This is an optimization exercise on Yosys and OpenROAD, whose aim is small area and a short achievable clock period, not a production implementation.
Only simulation tests tie the RTL to the original design; equivalence was not proved.
Power and IR drop assume default switching activity.

job 1797:
Design Convolution, start of the top module:
module Convolution(
    input clk,
    input rst_n,
    input in_valid,
    input weight_valid,
    input [7:0] In_IFM_1,
    input [7:0] In_IFM_2,
    input [7:0] In_IFM_3,
    input [7:0] In_IFM_4,
    input [7:0] In_IFM_5,
    input [7:0] In_IFM_6,
    input [7:0] In_IFM_7,
    input [7:0] In_IFM_8,
    input [7:0] In_IFM_9,
    input [7:0] In_Weight_1,
    input [7:0] In_Weight_2,
    input [7:0] In_Weight_3,
    input [7:0] In_Weight_4,
    input [7:0] In_Weight_5,
    input [7:0] In_Weight_6,
    input [7:0] In_Weight_7,
    input [7:0] In_Weight_8,
    input [7:0] In_Weight_9,
    output reg out_valid,
    output reg [20:0] Out_OFM
);
reg [7:0] xn1, wn1;
reg [7:0] xn2, wn2;
reg [7:0] xn3, wn3;
reg [7:0] xn4, wn4;
reg [7:0] xn5, wn5;
reg [7:0] xn6, wn6;
reg [7:0] xn7, wn7;
reg [7:0] xn8, wn8;
reg [7:0] xn9, wn9;
always @(posedge clk) begin
    xn1 <= In_IFM_1;
    xn2 <= In_IFM_2;
    xn3 <= In_IFM_3;
    xn4 <= In_IFM_4;
    xn5 <= In_IFM_5;
    xn6 <= In_IFM_6;
    xn7 <= In_IFM_7;
    xn8 <= In_IFM_8;
    xn9 <= In_IFM_9;
    if (weight_valid) begin
        wn1 <= In_Weight_1;
        wn2 <= In_Weight_2;
        wn3 <= In_Weight_3;
        wn4 <= In_Weight_4;
        wn5 <= In_Weight_5;
        wn6 <= In_Weight_6;
        wn7 <= In_Weight_7;
        wn8 <= In_Weight_8;
        wn9 <= In_Weight_9;
    end
end
reg [4:0] vpipe;
always @(posedge clk or negedge rst_n) begin
    if (!rst_n) begin
        vpipe <= 0;
        out_valid <= 1'b0;
    end else begin
        vpipe <= {vpipe[3:0], in_valid};
        out_valid <= vpipe[4];
    end
end
reg r0_0;
reg r0_1;
reg r0_2;
reg r0_3;
reg r0_4;
reg r0_5;
reg r0_6;
reg r0_7;
reg r0_8;
reg r0_9;
reg r0_10;
reg r0_11;
reg r0_12;
reg r0_13;
reg r0_14;
reg r0_15;
reg r0_16;
reg r0_17;
reg r0_18;
  ...
Size: about 1900 cells after synthesis, roughly 580 flip-flops, ~170 I/O pins, roughly 27000 um2 of cells after synthesis.
clock: 5.5 ns
lec_check: 0
cap_margin: 20
core_margin: 2
core_utilization: 60
place_density: 0.7
setup_slack_margin: 3.35
slew_margin: 20
synth_hierarchical: 1
synth_minimum_keep_size: 0
standard.sh (not shown) runs the stock make flow with config.mk's settings and CLKGATE_MAP_FILE= SYNTH_SCRIPT=/design/flow/synth_recipe.tcl, a recipe that flattens the netlist after the stock synthesis.
==> flow/flow/run.sh <==
#!/bin/bash
# Standard ORFS layout, with plain buf_1 cells as the port buffers (the resizer
# may upsize them) instead of the delay-buffer cells buffer_ports picks itself,
# and clock tree synthesis without dummy loads, on clkbuf_8 cells in
# smaller sink clusters.
set -euo pipefail
bash standard.sh finish \
  "BUFFER_PORTS_ARGS=-buffer_cell sky130_fd_sc_hd__buf_1" \
  "CTS_ARGS=-sink_clustering_enable -repair_clock_nets -sink_clustering_size 16 -sink_clustering_max_diameter 50 -dont_use_dummy_load -buf_list sky130_fd_sc_hd__clkbuf_8" \
  > orfs_flow.log 2>&1
What job 4403 does differently from job 1797 at the input level:
- swapping 3.35 for 3.25 in SETUP_SLACK_MARGIN
- clearing PLACE_DENSITY, which used to be 0.7
- swapping 60 for 40 in CORE_UTILIZATION
==> flow/flow/run.sh <==
#!/bin/bash
# Standard ORFS layout, with plain buf_1 cells as the port buffers (the resizer
# may upsize them) instead of the delay-buffer cells buffer_ports picks itself.
set -euo pipefail
bash standard.sh finish "BUFFER_PORTS_ARGS=-buffer_cell sky130_fd_sc_hd__buf_1" > orfs_flow.log 2>&1
### Flow results
Going from job 1797 to job 4403, the flip-flop and latch share of the layout cell area was found to have gone down by 2.6 points.
reg2reg as the class of the tightest hold or removal check was reported by job 4403, and in2async by job 1797.
Summary of the comparison: number of antenna repair diodes is higher in job 4403, relative to job 1797.
Comparing job 4403 and job 1797, the higher overall power consumption is on job 4403.
Compared to job 1797, job 4403 has worst setup slack 37 ps higher.
Relative to job 1797, the detailed-route wire length on metal 1 measured on job 4403 has increased by more than 10%.
What job 1797 reported for die area has to be multiplied by 1.5 to get the figure for job 4403.
Job 4403 vs job 1797 — final area climbed by a few percent
Diff job 1797 -> job 4403 | combinational share of power | decrease of 5.0 points
Between job 4403 and job 1797, the difference in via count is negligible.
Changes in job 4033 relative to job 4403:
- a change of CORE_UTILIZATION from 40 to 60
- an added PLACE_DENSITY of 0.7
==> flow/flow/run.sh <==
#!/bin/bash
# Standard ORFS layout, with plain buf_1 cells as the port buffers (the resizer
# may upsize them) instead of the delay-buffer cells buffer_ports picks itself,
# and clock tree synthesis without dummy loads, on clkbuf_8 cells in
# smaller sink clusters.
set -euo pipefail
bash standard.sh finish \
  "BUFFER_PORTS_ARGS=-buffer_cell sky130_fd_sc_hd__buf_1" \
  "CTS_ARGS=-sink_clustering_enable -repair_clock_nets -sink_clustering_size 12 -sink_clustering_max_diameter 40 -dont_use_dummy_load -buf_list sky130_fd_sc_hd__clkbuf_8" \
  > orfs_flow.log 2>&1
==> run notes <==
- Taking job 4403 as the reference, in job 4033 count of clock-buffer cells in the layout went down by 14%; area of the die shows a reduction of 33%; first-pass GRT wire length decreased by 9.1 mm relative to the old numbers.
- Diff job 4403 -> job 4033: setup slack after layout decreased 28 ps; core area decreased 33%; area added between synthesis and finish decreased 5.8 points.
What job 3474 does differently from job 4033 at the input level:
- PLACE_DENSITY changed from 0.7 to 0.65
- CORE_UTILIZATION changed from 60 to 55
==> flow/flow/run.sh <==
#!/bin/bash
# Standard ORFS layout, with plain buf_1 cells as the port buffers (the resizer
# may upsize them) instead of the delay-buffer cells buffer_ports picks itself,
# and clock tree synthesis without dummy loads, on clkbuf_8 cells in
# smaller sink clusters.
set -euo pipefail
bash standard.sh finish \
  "BUFFER_PORTS_ARGS=-buffer_cell sky130_fd_sc_hd__buf_1" \
  "CTS_ARGS=-sink_clustering_enable -repair_clock_nets -sink_clustering_size 16 -sink_clustering_max_diameter 50 -dont_use_dummy_load -buf_list sky130_fd_sc_hd__clkbuf_8" \
  > orfs_flow.log 2>&1
Results
- For final estimated routing congestion in global placement, job 4033 and job 3474 come out practically identical.
- Final instance area in job 3474 is about 0.9% below job 4033.
- Higher global-route usage goes to job 4033 over job 3474.
- Longest individual stage delay on the worst path: job 3474 < job 4033
Inputs modified between job 3474 and job 2468:
- swapping 55 for 40 in CORE_UTILIZATION
- swapping 3.25 for 3.45 in SETUP_SLACK_MARGIN
- clearing PLACE_DENSITY, which used to be 0.65
==> flow/flow/run.sh <==
#!/bin/bash
# Standard ORFS layout, with plain buf_1 cells as the port buffers (the resizer
# may upsize them) instead of the delay-buffer cells buffer_ports picks itself.
set -euo pipefail
bash standard.sh finish "BUFFER_PORTS_ARGS=-buffer_cell sky130_fd_sc_hd__buf_1" > orfs_flow.log 2>&1
Notes after the runs:
Job 2468 closes out successfully: all stages finished, all timing, DRC and antenna checks passed. Re transition time of the tightest slew-check pin: job 2468 and job 3474 aren't equal, and the lower value belongs to job 2468. Taking job 3474 as the reference, in job 2468 total chip power picked up an extra 17%, ratio of final minimum period to clock period went down, final period demand of the worst path fell 65 ps, number of max-slew violations in the final report level. Final-layout setup total negative slack: job 3474 vs job 2468 identical. Compare job 2468 and job 3474 | slack of the critical path higher: job 2468. In the tables for job 2468 and job 3474, overall die width reads higher with job 2468. In job 2468, the timing-limited maximum frequency came out about 3% above the value in job 3474.
## Diff of input files: job 1035 against job 2468
- CORE_UTILIZATION now 60, was 40
- SETUP_SLACK_MARGIN now 3.25, was 3.45
- PLACE_DENSITY now 0.7, previously not set
==> flow/flow/run.sh <==
#!/bin/bash
# Standard ORFS layout, with plain buf_1 cells as the port buffers (the resizer
# may upsize them) instead of the delay-buffer cells buffer_ports picks itself,
# and clock tree synthesis without dummy loads.
set -euo pipefail
bash standard.sh finish \
  "BUFFER_PORTS_ARGS=-buffer_cell sky130_fd_sc_hd__buf_1" \
  "CTS_ARGS=-sink_clustering_enable -repair_clock_nets -sink_clustering_size 16 -sink_clustering_max_diameter 50 -dont_use_dummy_load -buf_list sky130_fd_sc_hd__clkbuf_8" \
  > orfs_flow.log 2>&1
### Flow results
Job 1035 vs job 2468 — routed metal-1 wirelength dropped 4.4 mm.
Worst setup slack in job 1035 vs job 2468: down 57 ps
In job 1035, the flip-flop and latch share of the layout cell area came out 3.6 points above the value in job 2468.

static timing again, ports no longer ideal:
No port has a modelled driver above. Below, the same layouts with a new extraction and two added sets of constraints.
Step 1 sets driving cells, clkbuf_16 on the clock port and buf_2 on the other inputs (assumed; they add their load-dependent delay and slew).
Step 2 times the ports against the registers' clock, not the clock port: input delays grow and output delays shrink by t, the midpoint of the rising clock arrivals with the driver on.
a / b / c = ideal ports / drivers / drivers and shift; a / b = the first two.
run | shift t [ns] | slack for setup (ns) | latest minus earliest clock arrival (ns) | slew at the worst register clock pin (ns) | worst slew at a driven data input, ns
job 1797 | 0.717 | 3.281 / 3.227 / 3.012 | 0.057 / 0.058 | 0.10 / 0.10 | 0.04
job 4403 | 0.651 | 3.319 / 3.264 / 2.955 | 0.034 / 0.033 | 0.06 / 0.06 | 0.08
job 4033 | 0.687 | 3.291 / 3.236 / 3.001 | 0.066 / 0.066 | 0.08 / 0.08 | 0.04
job 3474 | 0.725 | 3.272 / 3.218 / 2.991 | 0.074 / 0.074 | 0.10 / 0.10 | 0.04
job 2468 | 0.651 | 3.337 / 3.281 / 2.932 | 0.032 / 0.032 | 0.06 / 0.06 | 0.08
job 1035 | 0.718 | 3.280 / 3.226 / 2.993 | 0.054 / 0.055 | 0.10 / 0.10 | 0.04
After both steps setup and hold are still met in every run listed. The setup slack of job 2468, which loses most, moves by -0.056 ns with the drivers and by -0.405 ns with both steps.
